Source: an optimization exercise on an open RTL-to-GDS flow (aim: small area, a short achievable clock period and few clock cycles per item). Production flows keep margins and buffers that such runs may drop. Only simulation tests tie the RTL to the original design; equivalence was not proved. Power and IR drop assume default switching activity.

## processor
module processor(
    input [15:0] DIN,
    input Resetn, Clock, Run,
    output reg Done,
    output reg [15:0] BusWires
    );
Settings: LEC_CHECK=0, ABC_AREA=1, CAP_MARGIN=20, CORE_MARGIN=2, CORE_UTILIZATION=40, CTS_BUF_LIST=sky130_fd_sc_hd__clkbuf_4 sky130_fd_sc_hd__clkbuf_8, SETUP_SLACK_MARGIN=2.5, SLEW_MARGIN=20; clock period 10.0 ns.
standard.sh (not shown) runs the stock make flow with config.mk's settings and CLKGATE_MAP_FILE= SYNTH_SCRIPT=/design/flow/synth_recipe.tcl, a recipe that flattens the netlist after the stock synthesis.
==> flow/flow/run.sh <==
#!/bin/bash
# Standard ORFS layout, with the port buffers made from plain buffers
# (sky130_fd_sc_hd__buf_2) instead of the delay buffers buffer_ports picks.
set -euo pipefail
bash standard.sh BUFFER_PORTS_ARGS="-buffer_cell sky130_fd_sc_hd__buf_2" finish > orfs_make.log 2>&1
The starting point finished clean.
Testbench counts at the start, summed over its fixed seeds: cycles 9,996, items 8,000.
Edit:
==> flow/flow/run.sh (replaced) <==
#!/bin/bash
# Standard ORFS layout with these changes:
#  - port buffers are plain buffers (sky130_fd_sc_hd__buf_2), not delay buffers;
#  - clock tree from clkbuf_8 only, without dummy balancing loads;
#  - setup repair limited to the moves: unbuffer,sizeup,swap
set -euo pipefail
bash standard.sh \
  BUFFER_PORTS_ARGS="-buffer_cell sky130_fd_sc_hd__buf_2" \
  CTS_ARGS="-sink_clustering_enable -repair_clock_nets -dont_use_dummy_load -buf_list sky130_fd_sc_hd__clkbuf_8" \
  SETUP_MOVE_SEQUENCE="unbuffer,sizeup,swap" \
  finish > orfs_make.log 2>&1
Settings changed: ABC_AREA 1 to not set, CTS_BUF_LIST sky130_fd_sc_hd__clkbuf_4 sky130_fd_sc_hd__clkbuf_8 to not set, SETUP_SLACK_MARGIN 2.5 to 4.
=> The new run finished clean; maximum frequency went down by a few percent; setup slack got worse by 470 ps; core utilization went up by 0.40 points; cell area went down slightly; power went down by a few percent; routed wire length went down by a little under a tenth; hold slack improved by 8.9 ps; critical path depth went down by 1; global-route usage went down by 1.3 points; area after synthesis went down by a few percent.
Edit:
==> flow/flow/run.sh (replaced) <==
#!/bin/bash
# Standard ORFS layout, with the port buffers made from plain buffers
# (sky130_fd_sc_hd__buf_2) instead of the delay buffers buffer_ports picks.
set -euo pipefail
bash standard.sh BUFFER_PORTS_ARGS="-buffer_cell sky130_fd_sc_hd__buf_2" finish > orfs_make.log 2>&1
Settings changed: SETUP_SLACK_MARGIN 4 to 3.
What happened: The changed run went through all stages and came out clean; non-clock buffer count is higher by 98; clock-buffer cell count is higher by 1; via count is higher by 15%; wire length is higher by about 12%; final area is higher by 17%; clock power is higher by 110%; fmax is higher by about 9%; area after synthesis is unchanged; die area is unchanged; core utilization is higher by 8.2 points.
Edit:
==> flow/flow/run.sh (replaced) <==
#!/bin/bash
# Standard ORFS layout with two changes:
#  - port buffers are plain buffers (sky130_fd_sc_hd__buf_2), not delay buffers;
#  - clock tree from clkbuf_8 only, without dummy balancing loads.
set -euo pipefail
bash standard.sh \
  BUFFER_PORTS_ARGS="-buffer_cell sky130_fd_sc_hd__buf_2" \
  CTS_ARGS="-sink_clustering_enable -repair_clock_nets -dont_use_dummy_load -buf_list sky130_fd_sc_hd__clkbuf_8" \
  finish > orfs_make.log 2>&1
Settings changed: SETUP_SLACK_MARGIN 3 to 2.
=>
- total power is lower by a quarter to a third
- worst hold slack stays flat
- core utilization is lower by 9.6 points
- count of clock-buffer cells in the layout is lower by 1
- clock power is lower by well over a third

* * *

run 1:
Another version of the RTL of processor (not shown whole).
For scale: about 490 cells after synthesis, roughly 130 flip-flops, ~36 I/O pins, ~0.0067 mm^2 of cells after synthesis.
export LEC_CHECK = 0
export CAP_MARGIN = 20
export CORE_MARGIN = 2
export CORE_UTILIZATION = 40
export SETUP_SLACK_MARGIN = 2
export SLEW_MARGIN = 20
export SYNTH_HIERARCHICAL = 1
create_clock -name core_clock -period 10.0 [get_ports {Clock}]
==> flow/flow/run.sh <==
#!/bin/bash
# Standard ORFS layout with two changes:
#  - port buffers are plain buffers (sky130_fd_sc_hd__buf_2), not delay buffers;
#  - clock tree from clkbuf_8 only, without dummy balancing loads.
set -euo pipefail
bash standard.sh \
  BUFFER_PORTS_ARGS="-buffer_cell sky130_fd_sc_hd__buf_2" \
  CTS_ARGS="-sink_clustering_enable -repair_clock_nets -dont_use_dummy_load -buf_list sky130_fd_sc_hd__clkbuf_8" \
  finish > orfs_make.log 2>&1
Testbench counts of run 1, summed over its fixed seeds: cycles 9,996, items 8,000.
What run 2 does differently from run 1 at the input level:
- CTS_BUF_LIST now sky130_fd_sc_hd__clkbuf_4 sky130_fd_sc_hd__clkbuf_8, previously not set
- ABC_AREA now 1, previously not set
==> flow/flow/run.sh <==
#!/bin/bash
# Standard ORFS layout, with the port buffers made from plain buffers
# (sky130_fd_sc_hd__buf_2) instead of the delay buffers buffer_ports picks.
set -euo pipefail
bash standard.sh BUFFER_PORTS_ARGS="-buffer_cell sky130_fd_sc_hd__buf_2" finish > orfs_make.log 2>&1
## What came out
The higher area growth from synthesis to layout of run 2 and run 1 is in run 1. On instance count on the critical path, run 2 and run 1 are basically level. Run 2 finished every step from synthesis to the final layout, and the layout passed the timing, DRC and antenna checks. Taking run 1 as the reference, in run 2 clock-pin slew on the worst setup and hold paths shows an increase of 0.03 ns; final cycle utilization of the critical path shows a reduction of 3.9 points. Relative to run 1, the cell area after synthesis measured on run 2 has increased by more than 10%. Taking run 1 as the reference, in run 2 maximum net fanout on the critical path dropped 3; largest voltage drop on the vdd net up about 16%.
Edits applied to the flow inputs when going from run 2 to run 3:
- SETUP_SLACK_MARGIN: 2 -> 5
- CTS_BUF_LIST: sky130_fd_sc_hd__clkbuf_4 sky130_fd_sc_hd__clkbuf_8 -> unset
- ABC_AREA: 1 -> unset
==> flow/flow/run.sh <==
#!/bin/bash
# Standard ORFS layout with these changes:
#  - port buffers are plain buffers (sky130_fd_sc_hd__buf_2), not delay buffers;
#  - clock tree from clkbuf_16 only, sink clusters of up to 30, without dummy balancing loads;
#  - setup repair limited to the moves: unbuffer,sizeup,swap
set -euo pipefail
bash standard.sh \
  BUFFER_PORTS_ARGS="-buffer_cell sky130_fd_sc_hd__buf_2" \
  CTS_ARGS="-sink_clustering_enable -repair_clock_nets -dont_use_dummy_load -buf_list sky130_fd_sc_hd__clkbuf_16 -sink_clustering_size 30 -sink_clustering_max_diameter 150" \
  SETUP_MOVE_SEQUENCE="unbuffer,sizeup,swap" \
  finish > orfs_make.log 2>&1
--- outcome ---
- In run 3 the utilization turned out 5.2 points higher than in run 2.
- Diff run 2 -> run 3: net switching share of the total power shows a reduction of 2.5 points; clock-pin transition on the worst setup and hold timing paths -0.04 ns; clock-cell share of area increased by 0.22 points relative to the old numbers.
- Routed wire in run 3 totals less than in run 2.
- Cmp run 2 and run 3 / average detailed-routed wire length per instance / lower: run 2
- Run 3 vs run 2, final-layout clock buffer total went down by 1.
The inputs of run 4 differ from those of run 3 as listed below.
==> flow/flow/run.sh <==
#!/bin/bash
# Standard ORFS layout with these changes:
#  - port buffers are plain buffers (sky130_fd_sc_hd__buf_2), not delay buffers;
#  - clock tree from clkbuf_8 only, without dummy balancing loads;
#  - power recovery (downsizing) on all paths after global route;
#  - setup repair limited to the moves: unbuffer,sizeup,swap
set -euo pipefail
bash standard.sh \
  BUFFER_PORTS_ARGS="-buffer_cell sky130_fd_sc_hd__buf_2" \
  CTS_ARGS="-sink_clustering_enable -repair_clock_nets -dont_use_dummy_load -buf_list sky130_fd_sc_hd__clkbuf_8" \
  RECOVER_POWER=100 \
  SETUP_MOVE_SEQUENCE="unbuffer,sizeup,swap" \
  finish > orfs_make.log 2>&1
## What came out
- No crash in run 4: every stage finished, but the layout fails its final checks due to capacitance limit, slew limit.
- Total wirelength of the detailed-routed design ends up higher on run 3.
- Taking run 3 over run 4, the total power ratio works out to 1.17.
- Run 4 reports a lower final instance area than run 3 does.

* * *

Starting RTL as in the previous note.
clock: 10.0 ns
lec_check: 0
cap_margin: 20
core_margin: 2
core_utilization: 40
setup_slack_margin: 3.5
slew_margin: 20
synth_hierarchical: 1
==> flow/flow/run.sh <==
#!/bin/bash
# Standard ORFS layout with these changes:
#  - port buffers are plain buffers (sky130_fd_sc_hd__buf_2), not delay buffers;
#  - clock tree from clkbuf_8 only, without dummy balancing loads;
#  - setup repair limited to the moves: unbuffer,sizeup,swap
set -euo pipefail
bash standard.sh \
  BUFFER_PORTS_ARGS="-buffer_cell sky130_fd_sc_hd__buf_2" \
  CTS_ARGS="-sink_clustering_enable -repair_clock_nets -dont_use_dummy_load -buf_list sky130_fd_sc_hd__clkbuf_8" \
  SETUP_MOVE_SEQUENCE="unbuffer,sizeup,swap" \
  finish > orfs_make.log 2>&1
The baseline finished clean.
Testbench counts at the start, summed over its fixed seeds: cycles 9,996, items 8,000.
Then changed:
==> flow/flow/run.sh (replaced) <==
#!/bin/bash
# Standard ORFS layout with two changes:
#  - port buffers are plain buffers (sky130_fd_sc_hd__buf_2), not delay buffers;
#  - clock tree from clkbuf_8 only, without dummy balancing loads.
set -euo pipefail
bash standard.sh \
  BUFFER_PORTS_ARGS="-buffer_cell sky130_fd_sc_hd__buf_2" \
  CTS_ARGS="-sink_clustering_enable -repair_clock_nets -dont_use_dummy_load -buf_list sky130_fd_sc_hd__clkbuf_8" \
  finish > orfs_make.log 2>&1
--- a/flow/config.mk
+++ b/flow/config.mk
@@ -9,5 +9,5 @@
 export CORE_MARGIN = 2
 export CORE_UTILIZATION = 40
-export SETUP_SLACK_MARGIN = 3.5
+export SETUP_SLACK_MARGIN = 5
 export SLEW_MARGIN = 20
 export SYNTH_HIERARCHICAL = 1
The new run finished clean. Worst hold slack improved by 0.0082 ns. Cell count went up by roughly a tenth. Worst setup slack improved by 0.50 ns. Core utilization is higher by 4.9 points. Design area grows by roughly a tenth.
Then changed:
==> flow/flow/run.sh (replaced) <==
#!/bin/bash
# Standard ORFS layout with these changes:
#  - port buffers are plain buffers (sky130_fd_sc_hd__buf_2), not delay buffers;
#  - clock tree from clkbuf_8 only, without dummy balancing loads;
#  - setup repair limited to the moves: unbuffer,sizeup,swap
set -euo pipefail
bash standard.sh \
  BUFFER_PORTS_ARGS="-buffer_cell sky130_fd_sc_hd__buf_2" \
  CTS_ARGS="-sink_clustering_enable -repair_clock_nets -dont_use_dummy_load -buf_list sky130_fd_sc_hd__clkbuf_8" \
  SETUP_MOVE_SEQUENCE="unbuffer,sizeup,swap" \
  finish > orfs_make.log 2>&1
--- a/flow/config.mk
+++ b/flow/config.mk
@@ -9,5 +9,5 @@
 export CORE_MARGIN = 2
 export CORE_UTILIZATION = 40
-export SETUP_SLACK_MARGIN = 5
+export SETUP_SLACK_MARGIN = 4
 export SLEW_MARGIN = 20
 export SYNTH_HIERARCHICAL = 1
After rerunning:
- via count is lower by 6.9%
- core utilization fell by 4.3 points
- final area fell by about 8%
- routed wire length goes down by 9.2%
Then changed:
==> flow/flow/run.sh (replaced) <==
#!/bin/bash
# Standard ORFS layout, with the port buffers made from plain buffers
# (sky130_fd_sc_hd__buf_2) instead of the delay buffers buffer_ports picks.
set -euo pipefail
bash standard.sh BUFFER_PORTS_ARGS="-buffer_cell sky130_fd_sc_hd__buf_2" finish > orfs_make.log 2>&1
--- a/flow/config.mk
+++ b/flow/config.mk
@@ -9,5 +9,6 @@
 export CORE_MARGIN = 2
 export CORE_UTILIZATION = 40
-export SETUP_SLACK_MARGIN = 4
+export CTS_BUF_LIST = sky130_fd_sc_hd__clkbuf_4 sky130_fd_sc_hd__clkbuf_8
+export SETUP_SLACK_MARGIN = 2
 export SLEW_MARGIN = 20
 export SYNTH_HIERARCHICAL = 1
Effect: Cell area shrinks by a little under a tenth; cell count goes up slightly; utilization decreases by 3.8 points; wire length drops slightly; hold slack degrades by 0.017 ns; setup slack got worse by 0.81 ns; total power shrinks by a few percent; die area does not change; register-to-register slack degrades by 0.33 ns.
Then changed:
==> flow/flow/run.sh (replaced) <==
#!/bin/bash
# Standard ORFS layout with these changes:
#  - port buffers are plain buffers (sky130_fd_sc_hd__buf_2), not delay buffers;
#  - clock tree from clkbuf_8 only, without dummy balancing loads;
#  - setup repair limited to the moves: unbuffer,sizeup,swap,buffer
set -euo pipefail
bash standard.sh \
  BUFFER_PORTS_ARGS="-buffer_cell sky130_fd_sc_hd__buf_2" \
  CTS_ARGS="-sink_clustering_enable -repair_clock_nets -dont_use_dummy_load -buf_list sky130_fd_sc_hd__clkbuf_8" \
  SETUP_MOVE_SEQUENCE="unbuffer,sizeup,swap,buffer" \
  finish > orfs_make.log 2>&1
--- a/flow/config.mk
+++ b/flow/config.mk
@@ -9,6 +9,5 @@
 export CORE_MARGIN = 2
 export CORE_UTILIZATION = 40
-export CTS_BUF_LIST = sky130_fd_sc_hd__clkbuf_4 sky130_fd_sc_hd__clkbuf_8
-export SETUP_SLACK_MARGIN = 2
+export SETUP_SLACK_MARGIN = 5
 export SLEW_MARGIN = 20
 export SYNTH_HIERARCHICAL = 1
Result: Synthesized cell count is unchanged. Worst setup slack improved by 1.1 ns. Global-route usage rises by 1.1 points. Via count is higher by 4.5%. Total power rose by 8.5%. First-iteration DRC count came out higher by 18%. Maximum frequency increases by 16%. Non-clock buffer count rises by 62. Core utilization rose by 6.7 points. Wire length increases by 5.6%. Sequential power is about the same.

[afterwards: timing with drivers on the ports]
Ports are ideal in the flow. The routed layouts listed here were re-timed in OpenROAD.
Step 1: set_driving_cell puts a clkbuf_16 on Clock and a buf_2 on each other input, an assumption about the parent block.
Step 2 also shifts input and output timing later by t, the mid clock arrival at the registers, as if the neighbouring blocks saw the same clock.
a / b / c = no drivers / after step 1 / after step 2; a / b = the first two.
run	t (ns)	setup slack, ns	pins driven straight from the clock port
the first run of note 1	0.494	2.627 / 2.600 / 2.600	1
the second run of note 1	0.483	2.158 / 2.114 / 2.114	1
the third run of note 1	0.472	2.816 / 2.716 / 2.716	1
the fourth run of note 1	0.477	2.192 / 2.162 / 2.162	1
run 1	0.476	2.201 / 2.154 / 2.154	1
run 2	0.489	2.590 / 2.572 / 2.572	1
run 3	0.450	2.926 / 2.877 / 2.877	1
run 4	0.485	1.635 / 1.608 / 1.608	1
the first run of note 3	0.480	2.707 / 2.632 / 2.632	1
the second run of note 3	0.484	3.212 / 3.146 / 3.146	1
the third run of note 3	0.484	2.905 / 2.858 / 2.858	1
the fourth run of note 3	0.488	2.095 / 2.073 / 2.073	1
the fifth run of note 3	0.490	3.205 / 3.139 / 3.139	1
For the third run of note 1, which loses most, drivers alone change the setup slack by -0.100 ns; drivers and shift together by -0.100 ns.
